This design comes from an exercise in tuning for small area, a short achievable clock period and few clock cycles on the open sky130 flow, not from production work. RTL that was checked went through simulation tests only; none was proved equivalent to the original. Power figures rest on the tool's default switching activity, not on a simulated workload.

// drawing_rectangle
module drawing_rectangle( input  wire        clk,
                      input  wire        rst,
                      input  wire        req,
                      output wire        ack,
                      output wire        busy,
                      input  wire [15:0] r0,  
                      input  wire [15:0] r1,  
                      input  wire [15:0] r2,  
                      input  wire [15:0] r3,  
                      input  wire [15:0] r4,  
                      input  wire [15:0] r5,
                      input  wire [15:0] r6,
                      input  wire [15:0] r7,
                      output wire        de_req,
                      input  wire        de_ack,
                      output wire [17:0] de_addr,
                      output wire  [3:0] de_nbyte,
                      output wire        de_rnw,
                      output wire [31:0] de_w_data,
                      input  wire [31:0] de_r_data );
Size in the first run: about 440 cells after synthesis, about 220 I/O pins, ~4000 µm² of cells after synthesis.
export LEC_CHECK = 0
export CAP_MARGIN = 20
export CORE_MARGIN = 2
export CORE_UTILIZATION = 40
export SETUP_SLACK_MARGIN = 2.5
export SLEW_MARGIN = 20
create_clock -name core_clock -period 5.5 [get_ports {clk}]
standard.sh (not shown) runs the stock make flow with config.mk's settings and CLKGATE_MAP_FILE= SYNTH_SCRIPT=/design/flow/synth_recipe.tcl, a recipe that flattens the netlist after the stock synthesis.
==> flow/flow/run.sh <==
#!/bin/bash
set -e
export BUFFER_PORTS_ARGS="-buffer_cell sky130_fd_sc_hd__buf_1"
bash standard.sh finish > standard.log 2>&1
The first run completed without violations.
Next try:
==> flow/run.sh (new file) <==
#!/bin/bash
# synth_recipe.tcl (not shown) runs the flow's synth.tcl, then flattens the netlist and writes it again
# the make line also repeats each setting of config.mk as NAME=value (left out here)
make -C /OpenROAD-flow-scripts/flow DESIGN_CONFIG=/design/flow/config.mk WORK_HOME=/design/flow/orfs CLKGATE_MAP_FILE= SYNTH_SCRIPT=/design/flow/synth_recipe.tcl finish
removed: flow/flow/run.sh
removed: flow/standard.sh
What happened:
- The changed run finished with timing, DRC and antenna clean
- cell area went up by 15%
- critical path depth fell by 1
- non-clock buffer count increases by 5
No functional check of the RTL was part of any run of this note.

========
v17:
The RTL this note starts from:
==> flow/design.v <==
module drawing_rectangle( input  wire        clk,
                      input  wire        rst,
                      input  wire        req,
                      output wire        ack,
                      output wire        busy,
                      input  wire [15:0] r0,  
                      input  wire [15:0] r1,  
                      input  wire [15:0] r2,  
                      input  wire [15:0] r3,  
                      input  wire [15:0] r4,  
                      input  wire [15:0] r5,
                      input  wire [15:0] r6,
                      input  wire [15:0] r7,
                      output wire        de_req,
                      input  wire        de_ack,
                      output wire [17:0] de_addr,
                      output wire  [3:0] de_nbyte,
                      output wire        de_rnw,
                      output wire [31:0] de_w_data,
                      input  wire [31:0] de_r_data );
reg        pre;         
reg        run;         
reg        ack_r;       
reg        rnw;         
reg [16:0] addr;        
reg  [7:0] stride;      
reg  [7:0] cnt;         
reg  [8:0] rows;        
reg        lw;          
reg  [3:0] nb;          
wire  [9:0] x = r0[9:0];
wire  [9:0] w = r2[9:0];
wire  [7:0] c_and = r4[15:8];
wire  [7:0] c_xor = r4[7:0];
wire [11:0] ys = {3'b000, rows} + {1'b0, rows, 2'b00} + {9'd0, cnt[2:0]};
wire [16:0] start_addr = {ys, x[6:2]};
wire  [9:0] sw = (10'd644 - {8'd0, x[1:0]}) - w;
wire  [1:0] xs = x[1:0];
wire  [1:0] xe = x[1:0] + w[1:0] - 2'd1;
wire fill = (c_and == 8'd0);
wire single = (stride == 8'd160);           
wire last_word = lw;
wire last_row = (rows == 9'd1);
wire step = run & de_ack;
wire done = step & ~rnw & last_word & last_row;
wire start = req & ~pre & ~run & ~ack_r;
wire  [7:0] inc = last_word ? stride : 8'd1;
wire [16:0] addr_next = addr + {9'd0, inc};
assign ack = ack_r;
assign busy = pre | run;
assign de_req = run;
assign de_rnw = rnw;
assign de_addr = {1'b0, addr};
wire [3:0] ms = 4'b1111 << (3'd4 - {1'b0, xs});    
wire [3:0] me = 4'b1111 >> ({1'b0, xe} + 3'd1);    
assign de_nbyte = nb;
assign de_w_data = (de_r_data & {4{c_and}}) ^ {4{c_xor}};
always @(posedge clk) begin
	if (rst) begin
		pre <= 1'b0;
		run <= 1'b0;
		ack_r <= 1'b0;
	end else begin
		ack_r <= done;
		pre <= start;
		if (pre) run <= 1'b1;
		else if (done) run <= 1'b0;
	end
end
always @(posedge clk) begin
	if (start) begin
		stride <= sw[9:2];
		rows <= r1[8:0];
		cnt <= {5'd0, x[9:7]};
	end else if (pre) begin
		addr <= start_addr;
		cnt <= stride;
		rows <= r3[8:0];
		lw <= single;
		nb <= ms | (single ? me : 4'b0000);
		rnw <= ~fill;
	end else if (step) begin
		if (rnw) rnw <= 1'b0;
		else begin
			rnw <= ~fill;
			addr <= addr_next;
			if (last_word) begin
				cnt <= stride;
				rows <= rows - 9'd1;
				lw <= single;
				nb <= ms | (single ? me : 4'b0000);
			end else begin
				cnt <= cnt + 8'd1;
				lw <= (cnt == 8'd159);
				nb <= (cnt == 8'd159) ? me : 4'b0000;
			end
		end
	end
end
endmodule
export LEC_CHECK = 0
export CAP_MARGIN = 20
export CORE_MARGIN = 2
export CORE_UTILIZATION = 50
export SETUP_SLACK_MARGIN = 2.6
export SLEW_MARGIN = 20
create_clock -name core_clock -period 5.5 [get_ports {clk}]
==> flow/flow/run.sh <==
#!/bin/bash
set -e
export BUFFER_PORTS_ARGS="-buffer_cell sky130_fd_sc_hd__buf_1"
bash standard.sh finish > standard.log 2>&1
Testbench counts of v17, summed over its fixed seeds: cycles 1,857,174.
What v27 does differently from v17 at the input level:
Settings: SLEW_MARGIN changed from 20 to 0; CAP_MARGIN changed from 20 to 0; CORE_UTILIZATION changed from 50 to 40.
Findings:
Relative to v17, the maximum clock frequency measured on v27 has increased slightly.
In the reports for v17 and v27, the smaller synthesis-to-layout area growth belongs to v17.
Between v27 and v17, it is v27 whose reg-to-reg setup timing slack is higher, by 30 ps.
Run comparison: v27 cell with the largest stage delay on the worst path buf_1; v17 cell with the largest stage delay on the worst path xnor2_1
Total of endpoints with negative setup slack in the final report: v27 vs v17 identical
Between v17 and v27, final non-filler cell area is higher for v27, v17 comes in under that.
Delta (v27 minus v17): met3 track demand over resource fell 1.2 points, count of max-cap constraint violations closely matched the old numbers.
Relative to v27, the following input files were edited for v32:
Settings: CAP_MARGIN: 0 -> 20; SETUP_SLACK_MARGIN: 2.6 -> 1.5; SLEW_MARGIN: 0 -> 20.
==> summary.txt <==
Shortest period the worst path allows (higher): v32. Non-clock buffer count: v27 and v32 compared, lower one is v32. Final hold violation count: v27 vs v32 identical. For v27, the class of the most critical setup path was in2out, unlike v32, where it was in2reg. According to the power report, total power for v32 is lower than for v27.
Here is what was changed in the inputs of v20 compared with v32.
Settings: SETUP_SLACK_MARGIN now 3.2, was 1.5.
==> summary.txt <==
- Compared with v32, global placement routability congestion in v20 decreased slightly.
- Higher portion of total power attributed to combinational logic was reported by v20, not v32.
- From v32 to v20 the numbers moved as follows: post-route cell area saw an increase, via count went up 8.1%, via count normalized by instance count went up 0.18, sequential cell fraction of total power fell by 7.4 points.
- Comparing v20 and v32, minimum clock period is lower on v20.

========
// drawing_rectangle: RTL as listed in full above, without the edits since
clock: 5.5 ns
lec_check: 0
cap_margin: 20
core_margin: 2
core_utilization: 60
setup_slack_margin: 2.8
slew_margin: 20
Scripts as last shown in full above: flow/flow/run.sh
Testbench counts at the start, summed over its fixed seeds: cycles 1,857,174.
Rerun with:
Settings changed: CORE_UTILIZATION 60 to 40, GPL_TIMING_DRIVEN from default to 0, SETUP_SLACK_MARGIN 2.8 to 2.6.
After rerunning:
- setup slack gets worse by 0.13 ns
- total power went down by 5.6%
- routed wire length went down by 1.9%
- combinational power went down by 4.9%
Rerun with:
Settings changed: CORE_UTILIZATION 40 to 30, GPL_TIMING_DRIVEN 0 to default.
- sequential cell count is unchanged
- routed wire length decreases by a few percent
- final area grows slightly
- power rises by roughly a tenth
- fmax went up slightly
Rerun with:
Settings changed: CORE_UTILIZATION 30 to 40, SETUP_SLACK_MARGIN 2.6 to 2.8.
Outcome: Sequential power barely changes; via count goes up by 2.2%; global-route usage goes up by 5.0 points; critical path depth shrinks by 1; clock-buffer cell count is unchanged; clock power shrinks by 43%; wire length is higher by 4.0%; non-clock buffer count goes up by 8; final area grows by 2.5%.
Rerun with:
Settings changed: SETUP_SLACK_MARGIN 2.8 to 2.4.
- The new run went through all stages and came out clean
- area after synthesis stays the same
- power came out lower by 0.84%
- design area came out lower by 5.8%
- routed wire length came out lower by 5.8%
- synthesized cell count does not change
- clock-buffer cell count came out lower by 1
- die area is unchanged
- non-clock buffer count came out lower by 11
Rerun with:
Settings changed: SETUP_SLACK_MARGIN 2.4 to 2.6.
The changed run finished with timing, DRC and antenna clean.
Register-to-register slack gets better by 0.13 ns.
First-iteration DRC count falls by about 30%.
Synthesized area stays the same.
Setup slack gets better by 0.038 ns.
Final cell count rises by 1.1%.
Wire length rises by about 2%.
Total power rises by 4.2%.
Worst hold slack hardly moves.
Combinational power rises by about 3%.
Clock-buffer cell count is unchanged.

========
drawing_rectangle, a different RTL version from the one above (not shown whole).
Size in the first run: roughly 460 cells after synthesis, ~51 flip-flops, about 220 I/O pins.
clock: 5.5 ns
lec_check: 0
abc_clock_period_in_ps: 2700
cap_margin: 20
core_margin: 2
core_utilization: 40
setup_slack_margin: 2.8
slew_margin: 20
Scripts as last shown in full above: flow/flow/run.sh
Change:
Settings changed: ABC_CLOCK_PERIOD_IN_PS 2700 to not set.
Result:
- setup slack stays the same
- wire length does not change
- first-iteration DRC count stays the same
- core utilization is unchanged
- clock-buffer cell count is unchanged
- global-route usage is unchanged
- sequential share of layout area stays the same
- synthesized area is unchanged
- hold slack is unchanged
- power is unchanged
- flip-flop and latch count is unchanged
No run of this note included a check of the RTL's function; only the layout flow was run.

========
Another version of the RTL of drawing_rectangle (not shown whole).
For scale: about 460 cells after synthesis, roughly 43 flip-flops, about 220 I/O pins, roughly 3900 um^2 of cells after synthesis.
Design drawing_rectangle, start of the top module:
module drawing_rectangle( input  wire        clk,
                      input  wire        rst,
                      input  wire        req,
                      output wire        ack,
                      output wire        busy,
                      input  wire [15:0] r0,  
                      input  wire [15:0] r1,  
                      input  wire [15:0] r2,  
                      input  wire [15:0] r3,  
                      input  wire [15:0] r4,  
                      input  wire [15:0] r5,
                      input  wire [15:0] r6,
                      input  wire [15:0] r7,
                      output wire        de_req,
                      input  wire        de_ack,
                      output wire [17:0] de_addr,
                      output wire  [3:0] de_nbyte,
                      output wire        de_rnw,
                      output wire [31:0] de_w_data,
                      input  wire [31:0] de_r_data );
reg        pre;         
reg        run;         
reg        ack_r;       
reg        rnw;         
reg [16:0] addr;        
reg  [7:0] cnt;         
reg  [8:0] rows;        
  ...
export LEC_CHECK = 0
export CAP_MARGIN = 20
export CORE_MARGIN = 2
export CORE_UTILIZATION = 40
export SETUP_SLACK_MARGIN = 2.8
export SLEW_MARGIN = 20
create_clock -name core_clock -period 5.5 [get_ports {clk}]
Scripts as last shown in full above: flow/flow/run.sh
Then changed:
--- a/flow/config.mk
+++ b/flow/config.mk
@@ -11 +11 @@
-export SETUP_SLACK_MARGIN = 2.8
+export SETUP_SLACK_MARGIN = 2.6
=> The changed run ran to the end with no violations. Sequential cell count stays the same. Area after synthesis does not change. Setup slack degrades by 0.12 ns. Utilization drops by 3.1 points. Worst hold slack degrades by 0.0044 ns. Non-clock buffer count drops by 2.
No functional check of the RTL was part of any run of this note.

-- what the ideal ports hide --
How much do the figures lean on ideal ports? The routed layouts below were timed once more, with nothing changed but the port constraints.
Step 1 assumes that a clkbuf_16 drives the clock port and a buf_2 every other input.
Step 2, shift: input delay + t, output delay - t, t = (earliest + latest rising clock arrival at the registers) / 2. This alone moves slack from input paths to output paths.
a / b / c = no drivers / after step 1 / after step 2; a / b = the first two.
run	t, ns	slack for setup (ns)	hold slack, ns
the first run of note 1	0.338	2.322 / 2.292 / 2.024	0.572 / 0.572 / 0.572
the second run of note 1	0.339	2.353 / 2.324 / 2.072	0.574 / 0.574 / 0.574
v17	0.342	2.651 / 2.601 / 2.348	0.533 / 0.533 / 0.533
v27	0.345	2.673 / 2.618 / 2.375	0.528 / 0.528 / 0.528
v32	0.337	2.579 / 2.578 / 2.248	0.530 / 0.530 / 0.530
v20	0.350	2.798 / 2.728 / 2.685	0.527 / 0.527 / 0.527
the first run of note 3	0.335	2.780 / 2.752 / 2.450	0.520 / 0.520 / 0.520
the second run of note 3	0.339	2.646 / 2.611 / 2.414	0.537 / 0.537 / 0.537
the third run of note 3	0.326	2.672 / 2.650 / 2.362	0.520 / 0.520 / 0.520
the fourth run of note 3	0.339	2.791 / 2.750 / 2.561	0.531 / 0.531 / 0.531
the fifth run of note 3	0.337	2.635 / 2.572 / 2.317	0.529 / 0.529 / 0.529
the sixth run of note 3	0.345	2.673 / 2.618 / 2.375	0.528 / 0.528 / 0.528
the first run of note 4	0.338	2.555 / 2.532 / 2.194	0.564 / 0.564 / 0.564
the second run of note 4	0.338	2.555 / 2.532 / 2.194	0.564 / 0.564 / 0.564
the first run of note 5	0.337	2.758 / 2.744 / 2.420	0.473 / 0.473 / 0.473
the second run of note 5	0.336	2.642 / 2.599 / 2.382	0.468 / 0.468 / 0.468
After both steps every run listed still meets setup and hold.
